Background: an optimization exercise with open tools, aiming at small area, a short achievable clock period and few clock cycles. Do not read the settings as production practice. At most, simulation tests tie the RTL to the original design; equivalence was not proved. The RTL of run 8 was laid out without a check of its function. No run shown here takes its clock network from TritonCTS; it comes from the design's own scripts or RTL. The clock port is modelled as an ideal driver, which makes a skipped or thinned clock tree look cheaper than it is; a real chip needs a root buffer or a tree. Power is estimated from default activity; no workload was simulated.

**flow/flow/run.sh**
```bash
#!/bin/bash
# Layout flow: the standard ORFS flow with three changes:
#  - synthesis maps adders through ABC like the rest of the logic instead of
#    extracting full/half adder cells first (ADDER_MAP_FILE empty);
#  - plain buf_2 cells as the port buffers instead of the delay buffers
#    buffer_ports picks by default;
#  - the clock tree is four clkbuf_16 cells driven by the clock port, each
#    driving the flip-flops nearest to it (flow/cts_hook.tcl replaces
#    TritonCTS's two-level H-tree).
set -euo pipefail
here=$(cd "$(dirname "$0")" && pwd)
CLKBUF_N=4 bash standard.sh \
  "ADDER_MAP_FILE=" \
  "BUFFER_PORTS_ARGS=-buffer_cell sky130_fd_sc_hd__buf_2" \
  "PRE_CTS_TCL=$here/cts_hook.tcl" \
  finish > orfs_make.log 2>&1
```
**flow/flow/cts_hook.tcl**
```tcl
# Clock buffering in place of TritonCTS's H-tree: the clock port drives
# CLKBUF_N clkbuf_16 cells (1, 2 or 4), each placed at the centre of the
# flip-flops it drives; the flip-flops are split between them by position.
proc clock_tree_synthesis { args } {
  set nbuf 1
  if { [info exists ::env(CLKBUF_N)] } { set nbuf $::env(CLKBUF_N) }
  set block [ord::get_db_block]
  set clk_net [$block findNet clk]
  set master [[ord::get_db] findMaster sky130_fd_sc_hd__clkbuf_16]
  set sinks {}
  foreach it [$clk_net getITerms] {
    set loc [[$it getInst] getLocation]
    lappend sinks [list $it [lindex $loc 0] [lindex $loc 1]]
  }
  # split into groups: by x, then each half by y
  set groups [list $sinks]
  set axis 1
  while { [llength $groups] < $nbuf } {
    set ng {}
    foreach g $groups {
      set s [lsort -integer -index $axis $g]
      set h [expr {[llength $s] / 2}]
      lappend ng [lrange $s 0 [expr {$h - 1}]] [lrange $s $h end]
    }
    set groups $ng
    set axis [expr {3 - $axis}]
  }
  set i 0
  foreach g $groups {
    set buf [odb::dbInst_create $block $master clkbuf_root_$i]
    set net [odb::dbNet_create $block clknet_root_$i]
    $net setSigType CLOCK
    set sx 0; set sy 0
    foreach s $g {
      set it [lindex $s 0]
      $it disconnect
      $it connect $net
      set sx [expr {$sx + [lindex $s 1]}]; set sy [expr {$sy + [lindex $s 2]}]
    }
    [$buf findITerm A] connect $clk_net
    [$buf findITerm X] connect $net
    set n [llength $g]
    $buf setLocation [expr {$sx / $n}] [expr {$sy / $n}]
    $buf setPlacementStatus PLACED
    puts "clock buffer clkbuf_root_$i drives $n sinks"
    incr i
  }
  $clk_net setSigType CLOCK
}
```
**flow/standard.sh**
```bash
#!/bin/bash
# synth_recipe.tcl (not shown) runs the flow's synth.tcl, then flattens the netlist and writes it again
# the make line also repeats each setting of config.mk as NAME=value (left out here)
make -C /OpenROAD-flow-scripts/flow DESIGN_CONFIG=/design/flow/config.mk WORK_HOME=/design/flow/orfs CLKGATE_MAP_FILE= SYNTH_SCRIPT=/design/flow/synth_recipe.tcl "${@:-finish}"
```
**flow/config.mk**
```make
export PLATFORM = sky130hd
export DESIGN_NAME = ULA
export DESIGN_NICKNAME = ULA
export VERILOG_FILES = /design/flow/design.v
export SDC_FILE = /design/flow/constraint.sdc
export NUM_CORES = 4
export LEC_CHECK = 0
export ABC_AREA = 1
export CAP_MARGIN = 20
export CORE_MARGIN = 2
export CORE_UTILIZATION = 50
export PLACE_DENSITY = 0.7
export SETUP_SLACK_MARGIN = 4.1
export SLEW_MARGIN = 20
```
**flow/constraint.sdc**
```tcl
create_clock -name core_clock -period 6.0 [get_ports {clk}]
set_input_delay 1.2000 -clock core_clock [delete_from_list [all_inputs] [get_ports {clk}]]
set_output_delay 1.2000 -clock core_clock [all_outputs]
set_load 0.01 [all_outputs]
```
**flow/design.v**
```verilog
module ULA (
    input clk,
    input reset,
    input [3:0] seletor,
    output saida,
    output [18:0] rom_addr,
    input [7:0] rom_data,
    output reg [18:0] ram_wraddr,
    output reg [7:0] ram_data,
    output reg ram_wren,
    output reg done
);
    assign saida = 1'b0;
    wire [5:0] sel = {seletor[3],
                      ~seletor[2] & seletor[1] & seletor[0],
                      ~seletor[2] & ~seletor[1] & seletor[0],
                      ~seletor[2] & ~seletor[0],
                      seletor[1],
                      seletor == 4'b0100};
    reg f4, is_avg, is_dec, is_rep, zm, is_cp;
    reg start;
    always @(posedge clk) {f4, is_avg, is_dec, is_rep, zm, is_cp} <= sel;
    always @(posedge clk or negedge reset) begin
        if (!reset) start <= 1'b1;
        else start <= (sel != {f4, is_avg, is_dec, is_rep, zm, is_cp});
    end
    wire valid = is_avg | is_dec | is_rep | is_cp;
    reg [1:0] c0, c1;
    reg [7:0] col;
    reg [6:0] r;
    reg run;
    wire [1:0] lim0 = is_rep ? {f4, 1'b1} : 2'd0;
    wire [1:0] lim2 = is_rep ? {f4, 1'b1} : 2'd0;
    wire e0 = is_avg ? (r[0] & (~f4 | r[1])) : (c0 == 2'd0);
    wire e2 = (c1 == 2'd0);
    wire ex = (col == (is_dec ? (f4 ? 8'd156 : 8'd158) : 8'd159));
    wire ey = (r == (is_dec ? (f4 ? 7'd116 : 7'd118) : 7'd119));
    wire last = e0 & ex & e2 & ey;
    wire blk_end = e0 & col[0] & (~f4 | col[1]);
    wire [2:0] step = is_dec ? {f4, ~f4, 1'b0} : 3'd1;
    wire [7:0] col_p = col + step;
    wire [6:0] r_p = r + step;
    wire [6:0] r_top = {r[6:2], r[1] & ~f4, 1'b0};
    always @(posedge clk) begin
        if (start) begin
            c0 <= lim0; c1 <= lim2; col <= 0; r <= 0;
        end else begin
            if (!e0) begin
                c0 <= c0 - 1'b1;
                if (is_avg) r <= r_p;
            end else begin
                c0 <= lim0;
                if (!ex) begin
                    col <= col_p;
                    if (is_avg) r <= r_top;
                end else begin
                    col <= 0;
                    if (!e2) c1 <= c1 - 1'b1;
                    else begin
                        c1 <= lim2;
                        r <= r_p;
                    end
                end
            end
        end
    end
    reg [9:0] rh;
    reg [4:0] rl;
    assign rom_addr = {4'b0, rh, rl};
    always @(posedge clk) begin
        rh <= {r, 2'b00} + r + col[7:5];
        rl <= col[4:0];
    end
    reg v0, q0, v1, q1, v2;
    always @(posedge clk) begin
        if (start) run <= valid;
        else if (last) run <= 1'b0;
        v0 <= run & ~start & (~is_avg | blk_end);
        q0 <= run & ~start;
        v1 <= v0 & ~start;
        q1 <= q0 & ~start;
        v2 <= v1 & ~start;
    end
    wire wr = is_avg ? v2 : v1;
    always @(posedge clk or negedge reset) begin
        if (!reset) begin
            ram_wren <= 1'b0; done <= 1'b0;
        end else begin
            ram_wren <= wr & ~start;
            done <= ~start & valid & ~run & ~v0 & ~v1 & ~v2;
        end
    end
    reg f1;
    wire cy1 = wr & f1;
    always @(posedge clk) begin
        if (start) begin
            ram_wraddr <= {19{1'b1}};
            f1 <= 1'b1;
        end else begin
            ram_wraddr[9:0] <= ram_wraddr[9:0] + wr;
            ram_wraddr[18:10] <= ram_wraddr[18:10] + cy1;
            f1 <= (ram_wraddr[9:0] == (wr ? 10'd1022 : 10'd1023));
        end
    end
    reg [2:0] g0, g1;
    reg [1:0] g2;
    reg [3:0] g3;
    reg k1, k2, k3;
    wire [2:0] h0 = v2 ? 3'd0 : g0;
    wire [2:0] h1 = v2 ? 3'd0 : g1;
    wire [1:0] h2 = v2 ? 2'd0 : g2;
    wire [3:0] h3 = v2 ? 4'd0 : g3;
    wire [3:0] s0 = h0 + rom_data[2:0];
    wire [3:0] s1 = h1 + rom_data[5:3] + (~v2 & k1);
    wire [2:0] s2 = h2 + rom_data[7:6] + (~v2 & k2);
    wire [3:0] s3 = h3 + (~v2 & k3);
    wire [11:0] tot = {g3, g2, g1, g0} + {3'd0, k3, 1'b0, k2, 2'b0, k1, 3'b0};
    always @(posedge clk) begin
        if (q1) begin
            g0 <= s0[2:0]; g1 <= s1[2:0]; g2 <= s2[1:0]; g3 <= s3;
            k1 <= s0[3]; k2 <= s1[3]; k3 <= s2[2];
        end else begin
            g0 <= 3'd0; g1 <= 3'd0; g2 <= 2'd0; g3 <= 4'd0;
            k1 <= 1'b0; k2 <= 1'b0; k3 <= 1'b0;
        end
        if (!is_avg) ram_data <= rom_data;
        else ram_data <= f4 ? tot[11:4] : tot[9:2];
    end
endmodule
```
==> out/qor.yml, run 1 <==
post-dp-hpwl_um: 6920
power_density_nw_per_um2: 197
tightest_slew_ns: 0.548
critPathLaunchType: "flip-flop"
io_pins: 63
crit_chain: "buf_2"
crit_fanout: 1
wl_per_cell_um: 11.9
skew_ns: 0.00844
synth_ff_type: "dfxtp_1"
switchingPower_uw: 222
ir_drop_mv: 0.204
drt_pre_antenna_iters: 4
place_ws_ns: 3.88
relSlewSlack: 0.633
ys_seq_area_frac: 0.424
crit_required_ns: 4.80
grt_usage: 0.190
num_vias: 4088
antenna_left: 0
async_flop_share: 0.0326
grt_pass1_wl_um: 16200
setup_ws_ns: 4.11
core_area_um2: 8680
insertion_delay_ns: 0.16
num_rows: 34
fmax_mhz: 529
wirelength_um: 9470
path_buf_inv: 1
antenna_cells: 0
finalCritPeriodShare: 0.315
final_cell_mix: "nand2_1 (158), inv_1 (78), dfxtp_1 (66)"
finalHoldViolations: 0
syn_to_final_growth_pct: 14.0
worst_ep_arrival_time_ns: 0.69
ctsHoldBuffers: 0
crit_path_top_delay_cell: "dfrtp_1"
gp_congestion: 0.905
grt_setup_unrepaired: "true"
pwr-share-clk: 0.279
swShare: 0.221
numPortBuffers: 57
drtIter0Drc: 161
syn_area_um2: 4450
yosysWarnings: 1
drive_gt1_frac: 0.195
critical-path-top-delay-family: "flip-flops"
antenna_found_initial: 0
clk_pin_slew_ns: 0.09
setup_violations: 0
synth_edf_count: 3
die_y_um: 98.3
finalCriticalPeriod_ns: 1.89
grt_pass1_vias: 3731
final_common_cell: "nand2_1"
ys_seq_elements: 92
drc: 0
seqPwrFrac: 0.639
die_x_um: 98.3
yosysUniqueCellTypes: 42
drv_slew: 0
power.leakage_nw: 2.38
overflow: 0
grt_start_max_net_pins: 32
start_util: 0.513
worst-setup-path-type: "flip-flop to output port"
worstHoldPathType: "flip-flop to flip-flop"
status: "finished clean"
p_int_uw: 779
layout.nets: 704
synthCells: 632
syn_avg_cell_area_um2: 7.04
worstSetupEndpointType: "output port"
routed_via_density: 5.14
cpPeakStageDelay_ns: 0.40
p_comb_frac: 0.083
die-area_um2: 9670
drv_cap: 0
finalSetupTns_ns: 0
## sequential cells by signal, indices dropped and copies added (netlist names), 2 cells and up
register / flops
rh: 10
c1: 2
g0: 3
g1: 3
ram_wraddr: 19
g3: 4
rl: 5
r: 7
c0: 2
ram_data: 8
g2: 2
col: 8
## power groups by stage
stage | registers, mW | clock network (mW) | logic [mW]
after global routing | 0.641 | 0.311 | 0.0930
after detailed placement | 0.654 | 0 | 0.0732
final | 0.639 | 0.279 | 0.0827
after floorplan | 0.650 | 0 | 0.0559
after CTS | 0.654 | 0.213 | 0.0789
after global placement | 0.654 | 0 | 0.0722
## cell type report
cell class              count  area [um^2]
flip-flops and latches     92         1930
repair buffers             64          383
multi-input cells         438         2180
well taps                 108          135
repair inverters            1         5.00
fillers                   833         3600
plain buffers               4          100
inverters                  89          345
## cells by family after synthesis
kind of cell,Yosys count,synth area share
buffers and inverters,106,0.100
other,1,0.000843
flip-flops,92,0.424
AO/OA/AOI/OAI,88,0.110
XOR/XNOR,19,0.0374
AND/OR/NAND/NOR,326,0.328
## metrics by stage
step                      hold slack (ns)   util  cells  power [mW]  cell area [um^2]
after global routing                0.383  0.585    796        1.05              5070
after floorplan                     0.351      -    636       0.706              4460
after CTS                           0.369  0.575    791       0.946              4990
after detailed placement            0.368  0.550    784       0.727              4770
after global placement              0.363  0.550    784       0.726              4770
final                               0.378  0.585    796        1.00              5070
## Yosys cell counts, types with 4 or more instances
cell type / n / share of area
a21oi_1: 31 / 0.035
a31oi_1: 4 / 0.0056
buf_4: 6 / 0.010
clkbuf_1: 6 / 0.0051
dfxtp_1: 86 / 0.39
inv_1: 83 / 0.070
inv_2: 6 / 0.0051
nand2_1: 161 / 0.14
nand2_2: 7 / 0.0098
nand3_1: 54 / 0.061
nand3b_1: 4 / 0.0067
nand4_1: 11 / 0.015
nor2_1: 63 / 0.053
nor3_1: 8 / 0.0090
nor4_1: 4 / 0.0056
o21ai_0: 34 / 0.038
o22ai_1: 4 / 0.0056
xnor2_1: 4 / 0.0079
xor2_1: 15 / 0.030
## routing by layer
layer	track usage	vias to the layer above	wire, um	part of all wire
met5	0	-	0	0
met4	0.0232	0	116	0.012
met3	0.0200	10	456	0.048
met2	0.326	96	4380	0.46
met1	0.267	1848	4520	0.48
li1	-	2134	-	-
## worst paths after layout
| kind | start | end | slack (ns) | depth (start not counted) |
|---|---|---|---|---|
| min reg2reg | col[1]$_SDFFE_PP0P_ | rl[1]$_DFF_P_ | 0.38 | 0 |
| min | col[1]$_SDFFE_PP0P_ | rl[1]$_DFF_P_ | 0.38 | 0 |
| max reg2reg | is_avg$_DFF_P_ | c1[0]$_DFFE_PP_ | 4.29 | 7 |
| min in group asynchronous | reset | done$_DFF_PN0_ | 0.82 | 1 |
| max in group asynchronous | reset | start$_DFF_PN1_ | 4.98 | 1 |
| max | ram_wren$_DFF_PN0_ | ram_wren | 4.11 | 1 |
## timing repair
item	4_1_cts	5_1_grt
cloned	0	1
pin swaps	11	0
resized for setup	32	26
endpoints found under the setup margin	21	34
buffers inserted	3	4
Testbench counts, summed over its fixed seeds: cycles 2,494,959.
==> run 2, diff against run 1 <==
--- a/flow/config.mk
+++ b/flow/config.mk
@@ -7,7 +7,7 @@
 export LEC_CHECK = 0
-export ABC_AREA = 1
+export ABC_AREA = 0
 export CAP_MARGIN = 20
 export CORE_MARGIN = 2
-export CORE_UTILIZATION = 50
-export PLACE_DENSITY = 0.7
+export CORE_UTILIZATION = 65
+export PLACE_DENSITY = 0.8
 export SETUP_SLACK_MARGIN = 4.1
==> run 2 against run 1 <==
Compared with the run above: utilization rose by 20 points; still clean on timing, DRC and antenna; sequential share of layout area rose by 0.68 points; largest power group unchanged; clock power shrank 2%; largest cell class unchanged.
==> out/qor.yml, run 2 <==
status: "finished clean"
start_util: 0.678
num_rows: 29
gr-usage-met1: 0.318
wl_per_cell_um: 14.7
setup_ws_ns: 3.88
clk_pin_slew_ns: 0.09
skew_ns: 0.00704
gp_congestion: 0.865
antenna_cells: 0
largest_reg_flops: 19
synth_top_area_share: 0.395
drv_cap: 0
critPathLaunchType: "input port"
drv_slew: 0
ctsHoldBuffers: 0
antenna_found_initial: 0
post-dp-hpwl_um: 5680
worst_ep_arrival_time_ns: 2.18
grt_setup_unrepaired: "true"
drive_gt1_frac: 0.245
insertion_delay_ns: 0.15
core_area_um2: 6420
syn_avg_cell_area_um2: 8.81
yosys.area.top_type: "dfxtp_1"
synth_common_cells: "dfxtp_1 (86), nand2_1 (54), xnor2_1 (42)"
numPortBuffers: 57
relSlewSlack: 0.517
fmax_mhz: 471
power_density_nw_per_um2: 196
syn_to_final_growth_pct: 15.4
worst-setup-path-type: "input port to flip-flop"
finalCriticalPeriod_ns: 2.12
synth_ff_type: "dfxtp_1"
antenna_left: 0
yosysWarnings: 1
finalCritPeriodShare: 0.354
routed_via_density: 5.87
die_x_um: 85.8
synthCells: 494
syn_area_um2: 4350
final_common_cell: "dfxtp_1"
final_cell_mix: "dfxtp_1 (65), nand2_1 (53), buf_2 (53)"
grt_pass1_wl_um: 14400
power.leakage_nw: 1.80
num_vias: 3634
place_ws_ns: 3.51
crit_fanout: 3
synth_edf_count: 3
regMostFlops: "ram_wraddr"
grt_pass1_vias: 3220
finalHoldViolations: 0
drtIter0Drc: 220
use_met3: 0.0173
yosysMostFrequentCell: "dfxtp_1"
worstHoldPathType: "flip-flop to flip-flop"
ys_top_cells_by_area: "dfxtp_1 (40%), xnor2_1 (8.4%), nand2_1 (4.7%)"
drc: 0
async_flop_share: 0.0326
tightest_slew_ns: 0.724
layout.nets: 558
wirelength_um: 9120
ys_seq_area_frac: 0.434
min-delay-start: "col[3]$_SDFFE_PP0P_"
ys_seq_elements: 92
finalSetupTns_ns: 0
met2_usage: 0.393
startpoint: "rom_data[3]"
crit_required_ns: 6.06
io_pins: 63
worstSetupEndpointType: "flip-flop"
overflow: 0
grt_usage: 0.228
busiest_layer: "met2"
r2r_start: "v2$_DFF_P_"
top_regs: "ram_wraddr x19, rh x10"
drt_pre_antenna_iters: 19
yosysUniqueCellTypes: 65
ir_drop_mv: 0.232
grt_start_max_net_pins: 26
die-area_um2: 7370
die_y_um: 85.8
setup_violations: 0
==> run 2: cell count changes in the layout (fill, tap and decap cells not counted), moves of 11 or more <==
cell / change
nand3_1: -45
xnor2_1: +38
nand2_1: -105
nor2_1: -25
nor2b_1: +11
inv_1: -74
==> run 2: critical path: stages <==
cell     delay, ns
buf_8         0.09
maj3_2        0.30
buf_4         0.15
o21ai_2       0.06
a21oi_2       0.10
xnor2_1       0.13
and2_1        0.15
==> run 2: power breakdown <==
group          internal (mW)  switching [mW]  total (mW)
clock                  0.122           0.152       0.274
combinational         0.0313          0.0432      0.0745
sequential             0.623          0.0133       0.637
total                  0.777           0.209       0.986
==> run 2: final timing paths <==
path                                              to  slack, ns  depth (start not counted)
min in group asynchronous         ram_wren$_DFF_PN0_       0.82                          1
max in group asynchronous            start$_DFF_PN1_       4.98                          1
max reg2reg                ram_wraddr[17]$_SDFF_PP1_       4.09                          6
max                                 g1[2]$_SDFF_PN0_       3.88                          7
min                                    rl[3]$_DFF_P_       0.39                          0
min reg2reg                            rl[3]$_DFF_P_       0.39                          0
==> run 2: area by class of cell <==
type	instances	area (um^2)
multi-input cells	368	2440
inverters	7	30.0
repair buffers	70	412
well taps	77	96.3
repair inverters	1	5.00
fillers	441	1400
plain buffers	4	100
flip-flops and latches	92	1940
==> run 2: per-layer routing <==
layer,share of wire,wire (um)
met4,0.014,131
met2,0.50,4550
met1,0.45,4090
met5,0,0
met3,0.038,347
==> run 2: logic make-up (layout without fill, tap and decap cells) <==
family,count (synthesis),in the layout,share of synthesized area
AND/OR/NAND/NOR,172,172,0.199
AO/OA/AOI/OAI,118,118,0.171
flip-flops,92,92,0.434
XOR/XNOR,61,61,0.123
buffers and inverters,38,82,0.0431
multiplexers,9,9,0.0218
adder cells (fa/ha/maj),3,3,0.00776
other,1,5,0.000861
==> run 2: repair_timing <==
action                     in CTS  in global routing
pin swaps                       9                  9
setup buffers                   6                  7
gates cloned                    0                  1
setup endpoints to repair      46                 34
resized for setup              40                 35
==> run 2: through the flow <==
stage | cell area, um^2 | std cells | hold WS, ns | power, mW | utilization
global route | 5020 | 619 | 0.418 | 1.02 | 0.782
CTS | 4860 | 611 | 0.384 | 0.934 | 0.756
floorplan | 4390 | 498 | 0.363 | 0.695 | -
global placement | 4610 | 601 | 0.377 | 0.713 | 0.717
finish | 5020 | 619 | 0.393 | 0.986 | 0.782
detailed placement | 4610 | 601 | 0.378 | 0.714 | 0.717
==> run 3, diff against run 2 <==
--- a/flow/config.mk
+++ b/flow/config.mk
@@ -7,3 +7,3 @@
 export LEC_CHECK = 0
-export ABC_AREA = 0
+export ABC_AREA = 1
 export CAP_MARGIN = 20
==> run 3 against run 2 <==
Compared with the run above: routed wire length increased by 7.9%; clock skew increased by 0.0022 ns; sequential share of layout area decreased by 0.53 points; via count is 15% higher; first-iteration DRC count up 20%; highest routed layer unchanged.
==> out/qor.yml, run 3 <==
status: "finished clean"
synth_common_cells: "nand2_1 (161), dfxtp_1 (86), inv_1 (83)"
grt_pass1_wl_um: 16000
cpPeakStageDelay_ns: 0.38
antenna_found_initial: 0
syn_to_final_growth_pct: 12.9
clk_pin_slew_ns: 0.09
highest_layer: "met4"
ys_seq_elements: 92
worstHoldPathType: "flip-flop to flip-flop"
num_rows: 30
yosysUniqueCellTypes: 42
skew_ns: 0.00924
yosysWarnings: 1
finalSetupTns_ns: 0
grt_pass1_vias: 3691
antenna_left: 0
setup_violations: 0
wl_met3_um: 471
ctsHoldBuffers: 0
ys_top_cells_by_area: "dfxtp_1 (39%), nand2_1 (14%), inv_1 (7.0%)"
numPortBuffers: 57
syn_area_um2: 4450
place_ws_ns: 3.88
io_pins: 63
insertion_delay_ns: 0.16
die_y_um: 86.7
tightest_slew_ns: 0.536
drv_slew: 0
drive_gt1_frac: 0.189
die-area_um2: 7520
synth_ff_type: "dfxtp_1"
ir_drop_mv: 0.227
largest_reg_flops: 19
core_area_um2: 6720
finalCriticalPeriod_ns: 1.88
crit_fanout: 5
drc: 0
regMostFlops: "ram_wraddr"
synth_top_area_share: 0.387
final_cell_mix: "nand2_1 (157), inv_1 (78), dfxtp_1 (68)"
gp_congestion: 0.871
layout.nets: 700
post-dp-hpwl_um: 6900
yosysMostFrequentCell: "nand2_1"
power.leakage_nw: 2.37
top_regs: "ram_wraddr x19, rh x10"
finalHoldViolations: 0
fmax_mhz: 532
critPathLaunchType: "flip-flop"
worstSetupEndpointType: "output port"
worst_ep_arrival_time_ns: 0.68
crit_required_ns: 4.80
antenna_cells: 0
grt_usage: 0.252
routed_via_density: 5.47
grt_start_max_net_pins: 32
yosys.area.top_type: "dfxtp_1"
path_buf_inv: 1
wirelength_um: 9840
ys_seq_area_frac: 0.424
worst-setup-path-type: "flip-flop to output port"
wl_met1_um: 4380
num_vias: 4181
start_util: 0.662
critical-path-top-delay-family: "flip-flops"
met2_length_um: 4840
syn_avg_cell_area_um2: 7.04
power_density_nw_per_um2: 200
crit_chain: "buf_2"
wl_per_cell_um: 12.9
setup_ws_ns: 4.12
nFillCells: 552
synth_edf_count: 3
final_common_cell: "nand2_1"
drtIter0Drc: 264
grt_setup_unrepaired: "false"
overflow: 0
async_flop_share: 0.0326
die_x_um: 86.7
synthCells: 632
relSlewSlack: 0.641
finalCritPeriodShare: 0.313
drv_cap: 0
crit_path_top_delay_cell: "dfxtp_2"
drt_pre_antenna_iters: 5
==> run 3: per-layer routing <==
layer | track usage | vias to the layer above
li1 | - | 2132
met1 | 0.331 | 1915
met2 | 0.464 | 121
met3 | 0.0152 | 13
met4 | 0.0355 | 0
met5 | 0 | -
==> run 3: per-stage QoR <==
stage | util | hold slack [ns] | power (mW) | cells | instance area [um^2]
3_3_place_gp | 0.705 | 0.384 | 0.725 | 756 | 4740
2_1_floorplan | - | 0.351 | 0.706 | 636 | 4460
5_1_grt | 0.747 | 0.402 | 1.03 | 764 | 5020
4_1_cts | 0.740 | 0.383 | 0.947 | 763 | 4970
3_5_place_dp | 0.705 | 0.385 | 0.727 | 756 | 4740
6_report | 0.747 | 0.398 | 1.00 | 764 | 5020
==> run 3: final cells by class <==
class                   instances  area, um^2  area share
repair buffers                 60         354      0.0705
well taps                      80         100      0.0199
inverters                      89         343      0.0683
flip-flops and latches         92        1910       0.381
plain buffers                   4         100      0.0199
multi-input cells             438        2210       0.439
repair inverters                1        5.00    0.000997
==> run 3: repair_timing <==
| item | in CTS | in global routing |
|---|---|---|
| endpoints found under the setup margin | 18 | 33 |
| buffers inserted | 3 | 0 |
| gates resized for setup | 33 | 22 |
| endpoints found under the hold margin | 0 | 0 |
| pin swaps | 12 | 4 |
| gates cloned | 0 | 1 |
==> run 3: power by group <==
group | internal [mW] | switching, mW | total, mW
clock | 0.122 | 0.156 | 0.279
sequential | 0.627 | 0.0141 | 0.641
combinational | 0.0291 | 0.0533 | 0.0823
==> run 3: path summary, 6_finish.rpt <==
check / start / endpoint / slack [ns] / cells after the start
setup / recovery: ram_wraddr[1]$_SDFF_PP1_ / ram_wraddr[1] / 4.12 / 1
hold / removal: col[1]$_SDFFE_PP0P_ / rl[1]$_DFF_P_ / 0.40 / 0
setup reg to reg: start$_DFF_PN1_ / c1[1]$_DFFE_PP_ / 4.23 / 4
hold reg to reg: col[1]$_SDFFE_PP0P_ / rl[1]$_DFF_P_ / 0.40 / 0
max in group asynchronous: reset / start$_DFF_PN1_ / 4.98 / 1
min in group asynchronous: reset / done$_DFF_PN0_ / 0.83 / 1
==> run 3: logic make-up after synthesis <==
group	Yosys count	synth area share
buffers and inverters	106	0.100
AO/OA/AOI/OAI	88	0.110
AND/OR/NAND/NOR	326	0.328
flip-flops	92	0.424
XOR/XNOR	19	0.0374
other	1	0.000843
==> run 4, diff against run 3 <==
--- a/flow/config.mk
+++ b/flow/config.mk
@@ -12,3 +12,3 @@
 export PLACE_DENSITY = 0.8
-export SETUP_SLACK_MARGIN = 4.1
+export SETUP_SLACK_MARGIN = 4.15
 export SLEW_MARGIN = 20
==> run 4 against run 3 <==
Compared with the run above: global-route usage is 0.66 points higher; register-to-register slack improved by 0.06 ns; clock power barely moved; largest power group unchanged; design area is 4.3% higher; routed wire length is 3.3% higher; cell count rose by 1.8%; via count increased by 3.0%; still clean on timing, DRC and antenna.
==> out/qor.yml, run 4 <==
status: "finished clean"
power_density_nw_per_um2: 191
wirelength_um: 10200
async_flop_share: 0.0326
insertion_delay_ns: 0.16
io_pins: 63
regMostFlops: "ram_wraddr"
top_regs: "ram_wraddr x19, rh x10"
critical-path-top-delay-family: "flip-flops"
layout.nets: 714
final_common_cell: "nand2_1"
drive_gt1_frac: 0.218
relSlewSlack: 0.627
die-area_um2: 7520
stdcell_count: 778
finalSetupTns_ns: 0
cpPeakStageDelay_ns: 0.38
finalCriticalPeriod_ns: 1.87
finalHoldViolations: 0
ir_drop_mv: 0.168
grt_start_max_net_pins: 32
ys_seq_area_frac: 0.424
largest_reg_flops: 19
yosysMostFrequentCell: "nand2_1"
crit_chain: "buf_2"
antenna_left: 0
setup_ws_ns: 4.13
yosysUniqueCellTypes: 42
critPathLaunchType: "flip-flop"
skew_ns: 0.00916
placed_cells: 756
drc: 0
final_cell_mix: "nand2_1 (156), inv_1 (77), dfxtp_1 (63)"
met2_length_um: 5030
crit_path_top_delay_cell: "dfrtp_1"
start_util: 0.662
path_buf_inv: 1
antenna_cells: 0
worst-path-stages: 1
grt_pass1_vias: 3883
finalCritPeriodShare: 0.311
yosysWarnings: 1
place_ws_ns: 3.90
grt_pass1_wl_um: 16400
wl_met3_um: 562
wl_met1_um: 4380
wl_per_cell_um: 13.1
fmax_mhz: 535
drv_cap: 0
die_y_um: 86.7
highest_layer: "met4"
num_vias: 4307
setup_violations: 0
gp_congestion: 0.885
worstHoldPathType: "flip-flop to flip-flop"
synth_ff_type: "dfxtp_1"
power.leakage_nw: 2.46
routed_via_density: 5.54
worstSetupEndpointType: "output port"
post-dp-hpwl_um: 6890
tightest_slew_ns: 0.556
syn_avg_cell_area_um2: 7.04
synth_edf_count: 3
grt_setup_unrepaired: "true"
syn_to_final_growth_pct: 17.7
core_area_um2: 6720
ctsHoldBuffers: 0
num_rows: 30
synth_common_cells: "nand2_1 (161), dfxtp_1 (86), inv_1 (83)"
nFillCells: 503
worst-setup-path-type: "flip-flop to output port"
worst_ep_arrival_time_ns: 0.67
die_x_um: 86.7
syn_area_um2: 4450
drt_pre_antenna_iters: 5
crit_fanout: 1
clk_pin_slew_ns: 0.09
ys_seq_elements: 92
min_delay_path_depth: 0
drtIter0Drc: 297
overflow: 0
grt_usage: 0.258
crit_required_ns: 4.80
yosys.area.top_type: "dfxtp_1"
synthCells: 632
synth_top_area_share: 0.387
antenna_found_initial: 0
drv_slew: 0
ys_top_cells_by_area: "dfxtp_1 (39%), nand2_1 (14%), inv_1 (7.0%)"
numPortBuffers: 57
r2r_cells: 4
## run 4: cell types whose count changed in the layout (fill, tap and decap cells not counted), sizes merged
cell    previous run  this run
clkinv             0         1
inv               88        87
buf               60        74
## run 4: path summary, 6_finish.rpt
path	from	endpoint	slack [ns]
hold / removal	col[1]$_SDFFE_PP0P_	rl[1]$_DFF_P_	0.39
setup reg to reg	start$_DFF_PN1_	c1[1]$_DFFE_PP_	4.29
min in group asynchronous	reset	done$_DFF_PN0_	0.83
setup / recovery	ram_wren$_DFF_PN0_	ram_wren	4.13
hold reg to reg	col[1]$_SDFFE_PP0P_	rl[1]$_DFF_P_	0.39
max in group asynchronous	reset	start$_DFF_PN1_	4.98
## run 4: per-stage QoR
step | power, mW | util | area (um^2) | hold WS (ns)
6_report | 0.998 | 0.779 | 5240 | 0.389
4_1_cts | 0.948 | 0.747 | 5020 | 0.381
5_1_grt | 1.03 | 0.779 | 5240 | 0.398
3_5_place_dp | 0.727 | 0.709 | 4760 | 0.370
2_1_floorplan | 0.706 | - | 4490 | 0.351
3_3_place_gp | 0.725 | 0.709 | 4760 | 0.376
## run 4: cell type report
| cell class | count | area, um^2 | area share |
|---|---|---|---|
| multi-input combinational | 438 | 2210 | 0.423 |
| sequential | 92 | 1940 | 0.371 |
| timing repair buffer | 74 | 522 | 0.0996 |
| inverter | 89 | 353 | 0.0674 |
| buffer | 4 | 100 | 0.0191 |
| tap | 80 | 100 | 0.0191 |
| timing repair inverter | 1 | 5.00 | 0.000956 |
## run 4: repair_timing
action	CTS	global route
setup buffers	4	13
resized for setup	32	47
pin swaps	10	5
gates cloned	0	1
setup endpoints to repair	28	49
## run 4: report_power, final
part	total, mW	switching, mW	internal, mW
combinational	0.0835	0.0532	0.0303
sequential	0.637	0.0131	0.624
clock	0.277	0.155	0.122
## run 4: kinds of logic (layout without fill, tap and decap cells)
| kind of cell | count (synthesis) | count (layout) | synth area share |
|---|---|---|---|
| xor gates and xnor gates | 19 | 19 | 0.0374 |
| and+or+nand+nor | 326 | 326 | 0.328 |
| other | 1 | 5 | 0.000843 |
| AOI/OAI and AO/OA | 88 | 88 | 0.110 |
| DFF | 92 | 92 | 0.424 |
| buffers and inverters | 106 | 168 | 0.100 |
## run 4: per-layer routing
layer  up-vias  GRT usage
li1       2159          -
met1      1976      0.343
met2       153      0.467
met3        19     0.0152
met4         0     0.0483
met5         -          0
==> run 5, diff against run 4 <==
--- a/flow/config.mk
+++ b/flow/config.mk
@@ -12,3 +12,3 @@
 export PLACE_DENSITY = 0.8
-export SETUP_SLACK_MARGIN = 4.15
+export SETUP_SLACK_MARGIN = 4.05
 export SLEW_MARGIN = 20
==> run 5 against run 4 <==
Compared with the run above: combinational power decreased by 4.7%; synthesized cell count is the same; sequential power is 0.6% higher; total power barely moved; clock power about the same; cell count shrank 1.9%; utilization is 4.1 points lower; flip-flop and latch count is the same; register-to-register slack got worse by 0.03 ns; routed wire length down 6.8%; area after synthesis stayed put; critical endpoint is now ram_wraddr[1].
==> out/qor.yml, run 5 <==
placed_cells: 756
regMostFlops: "ram_wraddr"
crit_required_ns: 4.80
p_comb_frac: 0.080
crit_fanout: 5
crit_chain: "buf_2"
finalHoldViolations: 0
ys_top_cells_by_area: "dfxtp_1 (39%), nand2_1 (14%), inv_1 (7.0%)"
ys_seq_area_frac: 0.424
grt_pass1_wl_um: 16000
drc: 0
final_common_cell: "nand2_1"
whs_endpoint: "rl[1]$_DFF_P_"
final_cell_mix: "nand2_1 (158), dfxtp_1 (80), inv_1 (78)"
drv_cap: 0
finalCritPeriodShare: 0.322
syn_to_final_growth_pct: 11.5
ir_drop_mv: 0.227
skew_ns: 0.00835
num_rows: 30
yosysMostFrequentCell: "nand2_1"
r2r-end: "col[6]$_SDFFE_PP0P_"
min_delay_path_depth: 0
cpPeakStageDelay_ns: 0.42
synth_common_cells: "nand2_1 (161), dfxtp_1 (86), inv_1 (83)"
path_buf_inv: 1
synth_ff_type: "dfxtp_1"
insertion_delay_ns: 0.16
die_y_um: 86.7
syn_area_um2: 4450
grt_usage: 0.251
gp_congestion: 0.871
switchingPower_uw: 220
die-area_um2: 7520
regArea_um2: 1900
seqPwrFrac: 0.643
drive_gt1_frac: 0.168
finalCriticalPeriod_ns: 1.93
ys_seq_elements: 92
fmax_mhz: 518
multi_input_area_um2: 2180
wirelength_um: 9480
r2r_start: "f4$_DFF_P_"
crit_path_top_delay_cell: "dfxtp_1"
min-delay-start: "col[1]$_SDFFE_PP0P_"
start_util: 0.662
io_pins: 63
rrSetupSlack_ns: 4.26
yosys.area.top_type: "dfxtp_1"
synth_top_area_share: 0.387
layout.nets: 699
finalSetupTns_ns: 0
largest_reg_flops: 19
power_density_nw_per_um2: 201
worstSetupEndpointType: "output port"
pwr-share-clk: 0.277
critical-path-top-delay-family: "flip-flops"
antenna_left: 0
drtIter0Drc: 204
grt_pass1_vias: 3690
critPathLaunchType: "flip-flop"
worstHoldPathType: "flip-flop to flip-flop"
relSlewSlack: 0.644
antenna_found_initial: 0
top_regs: "ram_wraddr x19, rh x10"
numPortBuffers: 57
synth_edf_count: 3
post-dp-hpwl_um: 6900
overflow: 0
yosysWarnings: 1
p_int_uw: 778
status: "finished clean"
setup_violations: 0
clk_pin_slew_ns: 0.09
synthCells: 632
nFillCells: 551
num_vias: 4126
syn_avg_cell_area_um2: 7.04
drv_slew: 0
wl_per_cell_um: 12.4
worst-setup-path-type: "flip-flop to output port"
async_flop_share: 0.0326
yosysUniqueCellTypes: 42
stdcell_count: 763
die_x_um: 86.7
grt_start_max_net_pins: 32
worst_ep_arrival_time_ns: 0.73
routed_via_density: 5.41
drt_pre_antenna_iters: 5
antenna_cells: 0
swShare: 0.220
power.leakage_nw: 2.36
grt_setup_unrepaired: "false"
tightest_slew_ns: 0.531
core_area_um2: 6720
r2r_cells: 11
[run 5: per-layer routing]
metal | GRT usage | part of all wire
met2 | 0.463 | 0.49
met4 | 0.0355 | 0.0075
met5 | 0 | 0
met3 | 0.0152 | 0.055
met1 | 0.332 | 0.45
[run 5: how the worst max path moves through the flow]
stage	from	endpoint	slack [ns]	cells after the start
3_3_place_gp	rom_data[3]	g1[2]$_SDFF_PN0_	3.92	8
6_report	ram_wraddr[1]$_SDFF_PP1_	ram_wraddr[1]	4.07	1
4_1_cts	rom_data[3]	g1[2]$_SDFF_PN0_	3.99	8
5_1_grt	rom_data[3]	g1[2]$_SDFF_PN0_	4.05	8
3_5_place_dp	rom_data[3]	g1[2]$_SDFF_PN0_	3.88	8
2_1_floorplan	rom_data[3]	g1[2]$_SDFF_PN0_	4.11	7
[run 5: final cells by class]
cell class | count | area share
inverter | 89 | 0.0691
multi-input combinational | 438 | 0.439
buffer | 4 | 0.0202
sequential | 92 | 0.382
timing repair inverter | 1 | 0.00101
tap | 80 | 0.0202
timing repair buffer | 59 | 0.0683
[run 5: metrics by stage]
step           area, um^2  power (mW)  worst slack (ns)  hold slack (ns)  utilization
2_1_floorplan        4460       0.706              4.11            0.351            -
3_3_place_gp         4740       0.725              3.92            0.384        0.705
3_5_place_dp         4740       0.727              3.88            0.385        0.705
4_1_cts              4950       0.946              3.99            0.383        0.736
5_1_grt              4960        1.03              4.05            0.402        0.739
6_report             4960       0.998              4.07            0.400        0.739
[run 5: kinds of logic after synthesis]
kind of cell	after synthesis	share of synthesized area
other cells	1	0.000843
buf+inv	106	0.100
xor+xnor	19	0.0374
simple gates	326	0.328
flops	92	0.424
compound gates	88	0.110
[run 5: timing repair]
| item | CTS | global route |
|---|---|---|
| hold buffers | 0 | 0 |
| buffers inserted | 2 | 0 |
| setup endpoints to repair | 10 | 34 |
| resized for setup | 30 | 6 |
| gates cloned | 0 | 1 |
| pin swaps | 12 | 0 |
[run 5: power groups by stage]
stage | combinational [mW] | sequential, mW | clock, mW
detailed placement | 0.0728 | 0.654 | 0
global route | 0.0892 | 0.643 | 0.300
global placement | 0.0710 | 0.654 | 0
floorplan | 0.0559 | 0.650 | 0
finish | 0.0796 | 0.641 | 0.277
CTS | 0.0788 | 0.655 | 0.213
==> run 6, diff against run 5 <==
--- a/flow/config.mk
+++ b/flow/config.mk
@@ -12,3 +12,3 @@
 export PLACE_DENSITY = 0.8
-export SETUP_SLACK_MARGIN = 4.05
+export SETUP_SLACK_MARGIN = 4.12
 export SLEW_MARGIN = 20
==> run 6 against run 5 <==
Compared with the run above: total power barely moved; first-iteration DRC count rose by 31%; die area did not move; global-route usage rose by 0.79 points; clock skew barely moved; clock power barely moved; largest power group unchanged; still clean on timing, DRC and antenna; cell count rose by 0.66%.
==> out/qor.yml, run 6 <==
status: "finished clean"
setup_ws_ns: 4.12
seqPwrFrac: 0.640
antenna_cells: 0
worstSetupEndpointType: "flip-flop"
final_common_cell: "nand2_1"
synth_common_cells: "nand2_1 (161), dfxtp_1 (86), inv_1 (83)"
die-area_um2: 7520
io_pins: 63
syn_to_final_growth_pct: 14.5
switchingPower_uw: 220
drv_cap: 0
power.leakage_nw: 2.39
min-delay-start: "col[1]$_SDFFE_PP0P_"
swShare: 0.221
grt_setup_unrepaired: "true"
antenna_left: 0
final_core_util: 0.758
crit_fanout: 3
start_util: 0.662
place_ws_ns: 3.87
r2r_start: "start$_DFF_PN1_"
routed_via_density: 5.43
ys_top_cells_by_area: "dfxtp_1 (39%), nand2_1 (14%), inv_1 (7.0%)"
overflow: 0
yosysUniqueCellTypes: 42
place_area_um2: 4750
nFillCells: 533
wl_per_cell_um: 12.9
relSlewSlack: 0.635
gp_congestion: 0.922
async_flop_share: 0.0326
drt_pre_antenna_iters: 5
power_density_nw_per_um2: 196
tightest_slew_ns: 0.545
num_rows: 30
numPortBuffers: 57
synth_edf_count: 3
syn_avg_cell_area_um2: 7.04
ys_seq_area_frac: 0.424
finalSetupTns_ns: 0
synth_top_area_share: 0.387
ctsHoldBuffers: 0
startpoint: "rom_data[3]"
insertion_delay_ns: 0.15
grt_start_max_net_pins: 32
critPathLaunchType: "input port"
final_area_um2: 5090
drtIter0Drc: 267
ir_drop_mv: 0.211
die_y_um: 86.7
fmax_mhz: 531
num_vias: 4172
wirelength_um: 9920
p_comb_frac: 0.084
finalCriticalPeriod_ns: 1.88
finalPower_uw: 998
drive_gt1_frac: 0.202
yosysMostFrequentCell: "nand2_1"
worstHoldPathType: "flip-flop to flip-flop"
grt_pass1_wl_um: 16400
p_int_uw: 778
skew_ns: 0.00836
clk_pin_slew_ns: 0.09
syn_area_um2: 4450
largest_reg_flops: 19
core_area_um2: 6720
grt_usage: 0.259
setup_violations: 0
worst_ep_arrival_time_ns: 1.98
finalHoldViolations: 0
drv_slew: 0
antenna_found_initial: 0
ys_seq_elements: 92
post-dp-hpwl_um: 6810
regMostFlops: "ram_wraddr"
finalCritPeriodShare: 0.314
synthCells: 632
grt_pass1_vias: 3790
top_regs: "ram_wraddr x19, rh x10"
synth_ff_type: "dfxtp_1"
final_cell_mix: "nand2_1 (156), inv_1 (78), dfxtp_1 (67)"
pwr-share-clk: 0.275
worst-setup-path-type: "input port to flip-flop"
die_x_um: 86.7
yosys.area.top_type: "dfxtp_1"
drc: 0
layout.nets: 704
yosysWarnings: 1
crit_required_ns: 6.09
## run 6: routing by layer
| metal | track usage | routed length [um] | up-vias |
|---|---|---|---|
| li1 | - | - | 2133 |
| met1 | 0.348 | 4450 | 1918 |
| met2 | 0.470 | 4920 | 112 |
| met3 | 0.0124 | 454 | 9 |
| met4 | 0.0426 | 95 | 0 |
| met5 | 0 | 0 | - |
## run 6: layout make-up
class	instances	area (um^2)	area share
timing repair buffer	64	393	0.0771
inverter	89	350	0.0688
tap	80	100	0.0197
buffer	4	100	0.0197
timing repair inverter	1	5.00	0.000983
sequential	92	1920	0.378
multi-input combinational	438	2220	0.436
## run 6: cell families (layout without fill, tap and decap cells)
group           Yosys count  after routing  synth area share
other cells               1              5          0.000843
flops                    92             92             0.424
xor+xnor                 19             19            0.0374
simple gates            326            326             0.328
compound gates           88             88             0.110
buf+inv                 106            158             0.100
## run 6: worst max-delay path, stage by stage
cell     delay, ns
buf_8         0.10
nand3_4       0.09
nand2_4       0.07
o21ai_4       0.16
nand2_1       0.08
nand2_2       0.09
o21ai_1       0.06
a21oi_1       0.12
## run 6: worst paths after layout
check,to,slack (ns),depth (start not counted)
worst min register to register,rl[1]$_DFF_P_,0.38,0
worst max register to register,c1[1]$_DFFE_PP_,4.28,4
min in group asynchronous,done$_DFF_PN0_,0.83,1
max in group asynchronous,start$_DFF_PN1_,4.98,1
worst min-delay path,rl[1]$_DFF_P_,0.38,0
worst max-delay path,g1[2]$_SDFF_PN0_,4.12,8
## run 6: power by group through the flow
| stage | clock network [mW] | registers (mW) | logic [mW] |
|---|---|---|---|
| 5_1_grt | 0.298 | 0.641 | 0.0933 |
| 3_5_place_dp | 0 | 0.654 | 0.0725 |
| 3_3_place_gp | 0 | 0.654 | 0.0708 |
| 2_1_floorplan | 0 | 0.650 | 0.0561 |
| 4_1_cts | 0.213 | 0.655 | 0.0811 |
| 6_report | 0.275 | 0.639 | 0.0841 |
## run 6: repair_timing
action                     CTS  global route
cloned                       0             1
setup buffers                5             2
setup endpoints to repair   20            37
gates resized for setup     36            31
pin swaps                   10             3
## run 6: metrics by stage
step           hold slack, ns  instances
2_1_floorplan           0.351        636
3_3_place_gp            0.375        756
3_5_place_dp            0.371        756
4_1_cts                 0.372        765
5_1_grt                 0.401        768
6_report                0.380        768
==> run 7, diff against run 6 <==
--- a/flow/config.mk
+++ b/flow/config.mk
@@ -12,3 +12,3 @@
 export PLACE_DENSITY = 0.8
-export SETUP_SLACK_MARGIN = 4.12
+export SETUP_SLACK_MARGIN = 4.08
 export SLEW_MARGIN = 20
==> run 7 against run 6 <==
Compared with the run above: design area shrank 1.8%; largest power group unchanged; still clean on timing, DRC and antenna; area after synthesis is the same; combinational power shrank 3.1%; largest cell class unchanged.
==> out/qor.yml, run 7 <==
status: "finished clean"
cpPeakStageDelay_ns: 0.39
finalHoldViolations: 0
critical-path-top-delay-family: "flip-flops"
min-delay-start: "col[1]$_SDFFE_PP0P_"
wl_met1_um: 4380
die-area_um2: 7520
r2r_start: "start$_DFF_PN1_"
routed_via_density: 5.37
gp_congestion: 0.871
nFillCells: 554
drive_gt1_frac: 0.186
yosysMostFrequentCell: "nand2_1"
syn_to_final_growth_pct: 12.4
wl_met3_um: 420
io_pins: 63
core_area_um2: 6720
drtIter0Drc: 221
synth_top_area_share: 0.387
worst_ep_arrival_time_ns: 0.69
start_util: 0.662
final_area_um2: 5000
insertion_delay_ns: 0.16
ctsHoldBuffers: 0
grt_pass1_vias: 3691
grt_start_max_net_pins: 32
drc: 0
grt_pass1_wl_um: 16000
grt_usage: 0.252
whs_ns: 0.398
layout.nets: 700
worst-setup-path-type: "flip-flop to output port"
die_y_um: 86.7
finalCritPeriodShare: 0.315
ys_seq_elements: 92
post-dp-hpwl_um: 6900
top_regs: "ram_wraddr x19, rh x10"
finalSetupTns_ns: 0
antenna_cells: 0
finalCriticalPeriod_ns: 1.89
highest_layer: "met4"
overflow: 0
yosysWarnings: 1
place_area_um2: 4740
synth_common_cells: "nand2_1 (161), dfxtp_1 (86), inv_1 (83)"
met2_length_um: 4790
crit_chain: "buf_2"
syn_area_um2: 4450
path_buf_inv: 1
power_density_nw_per_um2: 200
setup_violations: 0
relSlewSlack: 0.641
rrSetupSlack_ns: 4.24
synth_edf_count: 3
num_rows: 30
placed_cells: 756
wl_per_cell_um: 12.7
r2r-end: "c1[1]$_DFFE_PP_"
syn_avg_cell_area_um2: 7.04
final_core_util: 0.744
crit_fanout: 4
die_x_um: 86.7
yosys.area.top_type: "dfxtp_1"
wirelength_um: 9690
drv_cap: 0
final_cell_mix: "nand2_1 (157), inv_1 (78), dfxtp_1 (70)"
regMostFlops: "ram_wraddr"
yosysUniqueCellTypes: 42
tightest_slew_ns: 0.536
critPathLaunchType: "flip-flop"
clk_pin_slew_ns: 0.09
skew_ns: 0.00838
grt_setup_unrepaired: "false"
num_vias: 4105
synthCells: 632
synth_ff_type: "dfxtp_1"
crit_required_ns: 4.80
final_common_cell: "nand2_1"
drv_slew: 0
worstSetupEndpointType: "output port"
whs_endpoint: "rl[1]$_DFF_P_"
power.leakage_nw: 2.36
largest_reg_flops: 19
async_flop_share: 0.0326
antenna_left: 0
stdcell_count: 764
fmax_mhz: 529
ys_seq_area_frac: 0.424
crit_path_top_delay_cell: "dfxtp_1"
r2r_cells: 4
min_delay_path_depth: 0
worstHoldPathType: "flip-flop to flip-flop"
numPortBuffers: 57
ir_drop_mv: 0.226
drt_pre_antenna_iters: 5
antenna_found_initial: 0
ys_top_cells_by_area: "dfxtp_1 (39%), nand2_1 (14%), inv_1 (7.0%)"
-- run 7: per-layer routing --
layer  vias to the layer above  GRT usage
li1                       2129          -
met1                      1872      0.331
met2                        94      0.464
met3                        10     0.0152
met4                         0     0.0355
met5                         -          0
-- run 7: area by class of cell --
type                    count  area, um^2  area share
repair inverters            1        5.00     0.00100
plain buffers               4         100      0.0200
well taps                  80         100      0.0200
multi-input cells         438        2190       0.439
inverters                  89         343      0.0686
flip-flops and latches     92        1910       0.382
repair buffers             60         350      0.0701
-- run 7: metrics by stage --
stage | setup slack, ns | total power, mW
detailed placement | 3.88 | 0.727
CTS | 3.99 | 0.947
floorplan | 4.11 | 0.706
finish | 4.11 | 1.00
global route | 4.08 | 1.03
global placement | 3.92 | 0.725
-- run 7: worst max-delay path by stage --
stage	start	end	slack (ns)	cells after the start
3_3_place_gp	rom_data[3]	g1[2]$_SDFF_PN0_	3.92	8
5_1_grt	r[1]$_SDFFE_PP0P_	c1[0]$_DFFE_PP_	4.08	8
2_1_floorplan	rom_data[3]	g1[2]$_SDFF_PN0_	4.11	7
4_1_cts	rom_data[3]	g1[2]$_SDFF_PN0_	3.99	8
6_report	ram_wraddr[9]$_SDFF_PP1_	ram_wraddr[9]	4.11	1
3_5_place_dp	rom_data[3]	g1[2]$_SDFF_PN0_	3.88	8
-- run 7: cells by family (layout without fill, tap and decap cells) --
kind of cell              Yosys count  count (layout)  share of synthesized area
AOI/OAI and AO/OA                  88              88                      0.110
xor gates and xnor gates           19              19                     0.0374
buffers and inverters             106             154                      0.100
DFF                                92              92                      0.424
other                               1               5                   0.000843
and+or+nand+nor                   326             326                      0.328
-- run 7: timing repair --
action	4_1_cts	5_1_grt
resized for setup	33	16
endpoints found under the setup margin	16	29
cloned	0	1
pin swaps	12	1
hold endpoints to repair	0	0
buffers inserted	3	0
-- run 7: power by group --
group	switching [mW]	leakage [nW]	internal (mW)
sequential	0.0139	0.765	0.628
combinational	0.0526	1.55	0.0289
clock	0.155	0.0493	0.122
total	0.221	2.36	0.779
-- run 7: worst register-to-register path, delay by kind of cell (launching register included) --
| family | cells | cell delay [ns] |
|---|---|---|
| flip-flops | 1 | 0.78 |
| buffers and inverters | 1 | 0.41 |
| AND/OR/NAND/NOR | 2 | 0.24 |
| AO/OA/AOI/OAI | 1 | 0.17 |
==> run 8, diff against run 7 <==
--- a/flow/design.v
+++ b/flow/design.v
@@ -31,5 +31,5 @@
     reg run;
-    wire [1:0] lim0 = is_rep ? {f4, 1'b1} : 2'd0;
+    wire [1:0] lim0 = (is_rep | is_avg) ? {f4, 1'b1} : 2'd0;
     wire [1:0] lim2 = is_rep ? {f4, 1'b1} : 2'd0;
-    wire e0 = is_avg ? (r[0] & (~f4 | r[1])) : (c0 == 2'd0);
+    wire e0 = (c0 == 2'd0);
     wire e2 = (c1 == 2'd0);
--- a/flow/config.mk
+++ b/flow/config.mk
@@ -12,3 +12,3 @@
 export PLACE_DENSITY = 0.8
-export SETUP_SLACK_MARGIN = 4.08
+export SETUP_SLACK_MARGIN = 4.1
 export SLEW_MARGIN = 20
==> run 8 against run 7 <==
Compared with the run above: still clean; fmax down 0.15%; hold slack worse by 0.024 ns; utilization up 1.4 points; design area up 1.9%; global-route usage down 0.42 points; area after synthesis up 0.39%; critical endpoint is now ram_wraddr[14]; largest power group unchanged.
==> out/qor.yml, run 8 <==
status: "finished clean"
clk_pin_slew_ns: 0.09
cpPeakStageDelay_ns: 0.39
syn_to_final_growth_pct: 14.1
num_vias: 3999
grt_setup_unrepaired: "true"
regMostFlops: "ram_wraddr"
final_cell_mix: "nand2_1 (164), inv_1 (70), dfxtp_1 (68)"
antenna_left: 0
multi_input_area_um2: 2260
p_int_uw: 779
r2r_start: "is_dec$_DFF_P_"
yosysWarnings: 1
skew_ns: 0.0105
power.leakage_nw: 2.39
routed_via_density: 5.25
finalSetupTns_ns: 0
ys_seq_elements: 92
finalCriticalPeriod_ns: 1.89
regArea_um2: 1920
die_x_um: 86.9
worstSetupEndpointType: "output port"
drv_slew: 0
critical-path-top-delay-family: "flip-flops"
worstHoldPathType: "flip-flop to flip-flop"
antenna_cells: 0
start_util: 0.665
crit_fanout: 7
grt_start_max_net_pins: 35
drc: 0
synth_top_area_share: 0.385
synth_mux_area_frac: 0
drt_pre_antenna_iters: 5
path_buf_inv: 1
switchingPower_uw: 215
worst-path-stages: 1
core_area_um2: 6720
crit_path_top_delay_cell: "dfxtp_2"
layout.nets: 697
fmax_mhz: 528
antenna_found_initial: 0
top_regs: "ram_wraddr x19, rh x10"
ys_top_cells_by_area: "dfxtp_1 (39%), nand2_1 (14%), inv_1 (6.5%)"
synth_compound_area_frac: 0.110
nFillCells: 540
synthCells: 627
power_density_nw_per_um2: 195
die-area_um2: 7550
final_common_cell: "nand2_1"
post-dp-hpwl_um: 6730
synth_xor_area_frac: 0.0471
yosys.area.top_type: "dfxtp_1"
crit_chain: "buf_2"
largest_reg_flops: 19
drv_cap: 0
synth_edf_count: 3
min_delay_path_depth: 0
startpoint: "ram_wraddr[14]$_SDFF_PP1_"
pwr-share-clk: 0.277
worst-setup-path-type: "flip-flop to output port"
finalHoldViolations: 0
yosysUniqueCellTypes: 48
synth_top_family_by_area: "simple AND/OR/NAND/NOR gates"
ys_seq_area_frac: 0.423
grt_pass1_vias: 3777
critPathLaunchType: "flip-flop"
yosysMostFrequentCell: "nand2_1"
p_comb_frac: 0.080
drtIter0Drc: 206
insertion_delay_ns: 0.16
grt_pass1_wl_um: 15900
die_y_um: 86.9
crit_required_ns: 4.80
endpoint: "ram_wraddr[14]"
gp_congestion: 0.974
overflow: 0
synthAdderAreaFrac: 0
numPortBuffers: 57
setup_violations: 0
worst_ep_arrival_time_ns: 0.69
io_pins: 63
yosys.area_share.simple: 0.326
r2r_cells: 6
finalCritPeriodShare: 0.316
swShare: 0.217
whs_ns: 0.374
rrSetupSlack_ns: 4.28
async_flop_share: 0.0326
wirelength_um: 9220
seqPwrFrac: 0.644
grt_usage: 0.247
synth_common_cells: "nand2_1 (167), dfxtp_1 (86), inv_1 (77)"
ir_drop_mv: 0.176
drive_gt1_frac: 0.214
num_rows: 30
wl_per_cell_um: 12.1
r2r-end: "run$_SDFFCE_PN0P_"
synth_ff_type: "dfxtp_1"
syn_avg_cell_area_um2: 7.12
syn_area_um2: 4470
[run 8: changes by cell type after synthesis, moves of 3 or more]
cell	before	now
o21ai_0	34	22
nand3_1	54	46
inv_1	83	77
nand2_1	161	167
nand2_2	7	12
buf_2	2	6
buf_6	3	0
nor2_1	63	60
nor2_4	1	4
nor4_1	4	1
xor2_1	15	18
[run 8: what timing repair did]
item | CTS | global route
pin swaps | 13 | 4
gates resized for setup | 31 | 29
endpoints found under the setup margin | 32 | 28
hold buffers | 0 | 0
setup buffers | 4 | 4
gates cloned | 0 | 0
[run 8: worst min path at each step]
stage	from	endpoint	slack, ns
2_1_floorplan	col[4]$_SDFFE_PP0P_	rl[4]$_DFF_P_	0.35
3_3_place_gp	col[4]$_SDFFE_PP0P_	rl[4]$_DFF_P_	0.36
3_5_place_dp	col[4]$_SDFFE_PP0P_	rl[4]$_DFF_P_	0.37
4_1_cts	col[4]$_SDFFE_PP0P_	rl[4]$_DFF_P_	0.37
5_1_grt	col[4]$_SDFFE_PP0P_	rl[4]$_DFF_P_	0.38
6_report	col[4]$_SDFFE_PP0P_	rl[4]$_DFF_P_	0.37
[run 8: power groups by stage]
stage | Combinational (mW) | Clock (mW) | Sequential, mW
after global routing | 0.0885 | 0.304 | 0.643
after floorplan | 0.0511 | 0 | 0.651
after detailed placement | 0.0696 | 0 | 0.655
after CTS | 0.0754 | 0.213 | 0.655
after global placement | 0.0677 | 0 | 0.654
final | 0.0793 | 0.275 | 0.640
[run 8: cells by family after synthesis]
family                 Yosys count
other                            1
AO/OA/AOI/OAI                   82
buffers and inverters          102
XOR/XNOR                        24
flip-flops                      92
AND/OR/NAND/NOR                326
[run 8: layout make-up]
| class | count | share of cell area |
|---|---|---|
| Buffer | 4 | 0.0196 |
| Inverter | 83 | 0.0658 |
| Multi-Input combinational cell | 437 | 0.443 |
| Sequential cell | 92 | 0.377 |
| Tap cell | 80 | 0.0196 |
| Timing Repair Buffer | 65 | 0.0747 |
[run 8: metal layers]
metal,vias up,track usage,wire length (um)
met5,-,0,0
met4,0,0.0597,175
met3,13,0.0114,263
met2,65,0.450,4600
met1,1820,0.322,4180
li1,2101,-,-
[run 8: per-stage QoR]
step	power, mW	instances	setup slack [ns]	area, um^2	utilization
CTS	0.943	757	3.95	5010	0.746
global placement	0.722	749	3.77	4790	0.712
floorplan	0.702	631	4.08	4510	-
finish	0.995	761	4.11	5090	0.758
detailed placement	0.724	749	3.65	4790	0.712
global route	1.03	761	4.04	5090	0.758
==> run 9, diff against run 8 <==
--- a/flow/design.v
+++ b/flow/design.v
@@ -31,5 +31,5 @@
     reg run;
-    wire [1:0] lim0 = (is_rep | is_avg) ? {f4, 1'b1} : 2'd0;
+    wire [1:0] lim0 = is_rep ? {f4, 1'b1} : 2'd0;
     wire [1:0] lim2 = is_rep ? {f4, 1'b1} : 2'd0;
-    wire e0 = (c0 == 2'd0);
+    wire e0 = is_avg ? (r[0] & (~f4 | r[1])) : (c0 == 2'd0);
     wire e2 = (c1 == 2'd0);
--- a/flow/flow/run.sh
+++ b/flow/flow/run.sh
@@ -8,3 +8,5 @@
 #    driving the flip-flops nearest to it (flow/cts_hook.tcl replaces
-#    TritonCTS's two-level H-tree).
+#    TritonCTS's two-level H-tree);
+#  - after clock tree synthesis, output flip-flops that also feed internal
+#    logic get drive strength 2 (flow/post_cts.tcl).
 set -euo pipefail
@@ -15,2 +17,3 @@
   "PRE_CTS_TCL=$here/cts_hook.tcl" \
+  "POST_CTS_TCL=$here/post_cts.tcl" \
   finish > orfs_make.log 2>&1
==> flow/flow/post_cts.tcl (new file) <==
# Output flip-flops that also drive logic inside the design (the write
# address counter) get the next drive strength, dfxtp_1 -> dfxtp_2, so
# their clock-to-output delay is not slowed by the extra load; then
# placement is legalized again.
proc my_upsize_output_flops {} {
  set db [ord::get_db]
  set block [ord::get_db_block]
  set n 0
  foreach bt [$block getBTerms] {
    if { [$bt getIoType] ne "OUTPUT" } { continue }
    set net [$bt getNet]
    if { $net eq "NULL" } { continue }
    foreach it [$net getITerms] {
      if { ![$it isOutputSignal] } { continue }
      set a [[$it getInst] findITerm A]
      if { $a eq "NULL" } { continue }
      set n2 [$a getNet]
      if { $n2 eq "NULL" || [llength [$n2 getITerms]] <= 2 } { continue }
      foreach it2 [$n2 getITerms] {
        if { ![$it2 isOutputSignal] } { continue }
        set ff [$it2 getInst]
        if { [[$ff getMaster] getName] eq "sky130_fd_sc_hd__dfxtp_1" } {
          $ff swapMaster [$db findMaster sky130_fd_sc_hd__dfxtp_2]
          incr n
        }
      }
    }
  }
  puts "upsized $n output flip-flops"
}
my_upsize_output_flops
detailed_placement
estimate_parasitics -placement
==> run 9 against run 8 <==
Compared with the run above: die area is 0.37% lower; routed wire length is 4.2% higher; synthesized cell count is 0.80% higher; register-to-register slack worse by 0.03 ns; sequential power hardly changed; utilization is 0.97 points lower; via count is 2.9% higher; hold slack better by 0.026 ns; first-iteration DRC count is 19% higher; critical path depth stayed put; design area is 1.3% lower; clock power hardly changed.
==> out/qor.yml, run 9 <==
worstSetupEndpointType: "output port"
top_regs: "ram_wraddr x19, rh x10"
antenna_found_initial: 0
antenna_left: 0
nFillCells: 550
ys_seq_area_frac: 0.424
ys_top_cells_by_area: "dfxtp_1 (39%), nand2_1 (14%), inv_1 (7.0%)"
worst_ep_arrival_time_ns: 0.68
ys_seq_elements: 92
r2r_cells: 4
worstHoldPathType: "flip-flop to flip-flop"
gp_congestion: 0.871
r2r_start: "start$_DFF_PN1_"
crit_required_ns: 4.80
finalSetupTns_ns: 0
synth_edf_count: 3
syn_to_final_growth_pct: 13.0
start_util: 0.662
wirelength_um: 9610
drc: 0
min_delay_path_depth: 0
gr-usage-met1: 0.333
regArea_um2: 1920
power.leakage_nw: 2.36
ir_drop_mv: 0.226
drtIter0Drc: 246
post-dp-hpwl_um: 6900
worst-path-stages: 1
place_ws_ns: 3.88
routed_via_density: 5.38
skew_ns: 0.0111
grt_start_max_net_pins: 32
critical-path-top-delay-family: "flip-flops"
yosys.area.top_type: "dfxtp_1"
insertion_delay_ns: 0.16
crit_chain: "buf_2"
final_common_cell: "nand2_1"
synthCells: 632
power_density_nw_per_um2: 199
syn_area_um2: 4450
async_flop_share: 0.0326
critPathLaunchType: "flip-flop"
setup_ws_ns: 4.12
multi_input_area_um2: 2210
io_pins: 63
finalPower_uw: 999
min-delay-start: "col[1]$_SDFFE_PP0P_"
fmax_mhz: 533
busiest_layer: "met2"
largest_reg_flops: 19
yosysUniqueCellTypes: 42
grt_setup_unrepaired: "false"
relSlewSlack: 0.628
clk_pin_slew_ns: 0.08
yosysWarnings: 1
wl_per_cell_um: 12.6
synth_top_area_share: 0.387
num_rows: 30
grt_pass1_vias: 3708
worst-setup-path-type: "flip-flop to output port"
regMostFlops: "ram_wraddr"
final_core_util: 0.749
finalCritPeriodShare: 0.313
met2_usage: 0.469
drive_gt1_frac: 0.196
r2r-end: "c1[1]$_DFFE_PP_"
layout.nets: 700
use_met3: 0.0162
yosysMostFrequentCell: "nand2_1"
setup_violations: 0
finalCriticalPeriod_ns: 1.88
status: "finished clean"
crit_path_top_delay_cell: "dfxtp_2"
whs_endpoint: "rl[1]$_DFF_P_"
synth_common_cells: "nand2_1 (161), dfxtp_1 (86), inv_1 (83)"
drt_pre_antenna_iters: 4
path_buf_inv: 1
overflow: 0
die-area_um2: 7520
die_x_um: 86.7
numPortBuffers: 57
cpPeakStageDelay_ns: 0.38
grt_pass1_wl_um: 16100
crit_fanout: 5
grt_usage: 0.254
drv_cap: 0
syn_avg_cell_area_um2: 7.04
drv_slew: 0
synth_ff_type: "dfxtp_1"
final_cell_mix: "nand2_1 (157), inv_1 (78), nor2_1 (63), dfxtp_1 (63), nand3_1 (53)"
die_y_um: 86.7
core_area_um2: 6720
antenna_cells: 0
rrSetupSlack_ns: 4.25
tightest_slew_ns: 0.554
num_vias: 4114
whs_ns: 0.400
finalHoldViolations: 0
run 9: routing by layer:
layer,up-vias,routed length (um)
met1,1869,4210
met5,-,0
met2,101,4770
met3,15,484
li1,2129,-
met4,0,132
run 9: where the power goes:
group	internal, mW	leakage, nW	switching, mW
logic	0.0291	1.55	0.0525
clock network	0.122	0.0493	0.155
registers	0.627	0.763	0.0138
run 9: cell type report:
cell class                      instances  area share
Timing Repair Buffer                   60      0.0704
Sequential cell                        92       0.382
Tap cell                               80      0.0199
Timing Repair inverter                  1    0.000995
Inverter                               89      0.0687
Multi-Input combinational cell        438       0.439
Buffer                                  4      0.0199
run 9: worst max path at each step:
stage | from | end | slack, ns
finish | ram_wraddr[1]$_SDFF_PP1_ | ram_wraddr[1] | 4.12
global placement | rom_data[3] | g1[2]$_SDFF_PN0_ | 3.92
detailed placement | rom_data[3] | g1[2]$_SDFF_PN0_ | 3.88
floorplan | rom_data[3] | g1[2]$_SDFF_PN0_ | 4.11
global route | rom_data[4] | g1[2]$_SDFF_PN0_ | 4.10
run 9: logic make-up (layout without fill, tap and decap cells):
logic type	Yosys count	count (layout)	share of synthesized area
buffers and inverters	106	154	0.100
AOI/OAI and AO/OA	88	88	0.110
DFF	92	92	0.424
and+or+nand+nor	326	326	0.328
other	1	5	0.000843
xor gates and xnor gates	19	19	0.0374
run 9: stage by stage:
stage / std cells / instance area (um^2)
floorplan: 636 / 4460
global route: 764 / 5030
global placement: 756 / 4740
finish: 764 / 5030
detailed placement: 756 / 4740
run 9: worst reg2reg max path: stages, from the launching register on:
cell        delay [ns]
dfstp_2           0.79
clkinvlp_4        0.41
nand2_1           0.18
nand2_1           0.06
o21ai_0           0.15
Testbench counts of run 9, summed over its fixed seeds: cycles 2,494,959.

## afterwards: timing with drivers on the ports
Ports are ideal in the flow. The routed layouts listed here were re-timed in OpenROAD.
Step 1 sets driving cells, clkbuf_16 on the clock port and buf_2 on the other inputs (assumed; they add their load-dependent delay and slew).
Step 2 times the ports against the registers' clock, not the clock port: input delays grow and output delays shrink by t, the midpoint of the rising clock arrivals with the driver on.
a / b / c = ideal / step 1 / step 2; a / b = the first two.
| run | t (ns) | setup slack, ns | clock arrival spread, ns | worst data-port slew with drivers (ns) |
|---|---|---|---|---|
| run 1 | 0.230 | 4.110 / 4.031 / 3.975 | 0.009 / 0.009 | 0.06 |
| run 2 | 0.230 | 3.878 / 3.918 / 3.689 | 0.008 / 0.007 | 0.05 |
| run 3 | 0.233 | 4.121 / 4.041 / 3.995 | 0.009 / 0.009 | 0.06 |
| run 4 | 0.234 | 4.132 / 4.049 / 3.956 | 0.010 / 0.010 | 0.06 |
| run 5 | 0.233 | 4.069 / 3.989 / 3.957 | 0.010 / 0.010 | 0.06 |
| run 6 | 0.231 | 4.118 / 4.046 / 3.930 | 0.009 / 0.009 | 0.06 |
| run 7 | 0.232 | 4.108 / 4.029 / 3.997 | 0.010 / 0.011 | 0.06 |
| run 8 | 0.233 | 4.106 / 4.025 / 3.923 | 0.012 / 0.012 | 0.05 |
| run 9 | 0.233 | 4.124 / 4.043 / 3.999 | 0.012 / 0.011 | 0.06 |
After both steps every run listed still meets setup and hold. The setup slack of run 2, which loses most, moves by +0.040 ns with the drivers and by -0.189 ns with both steps.
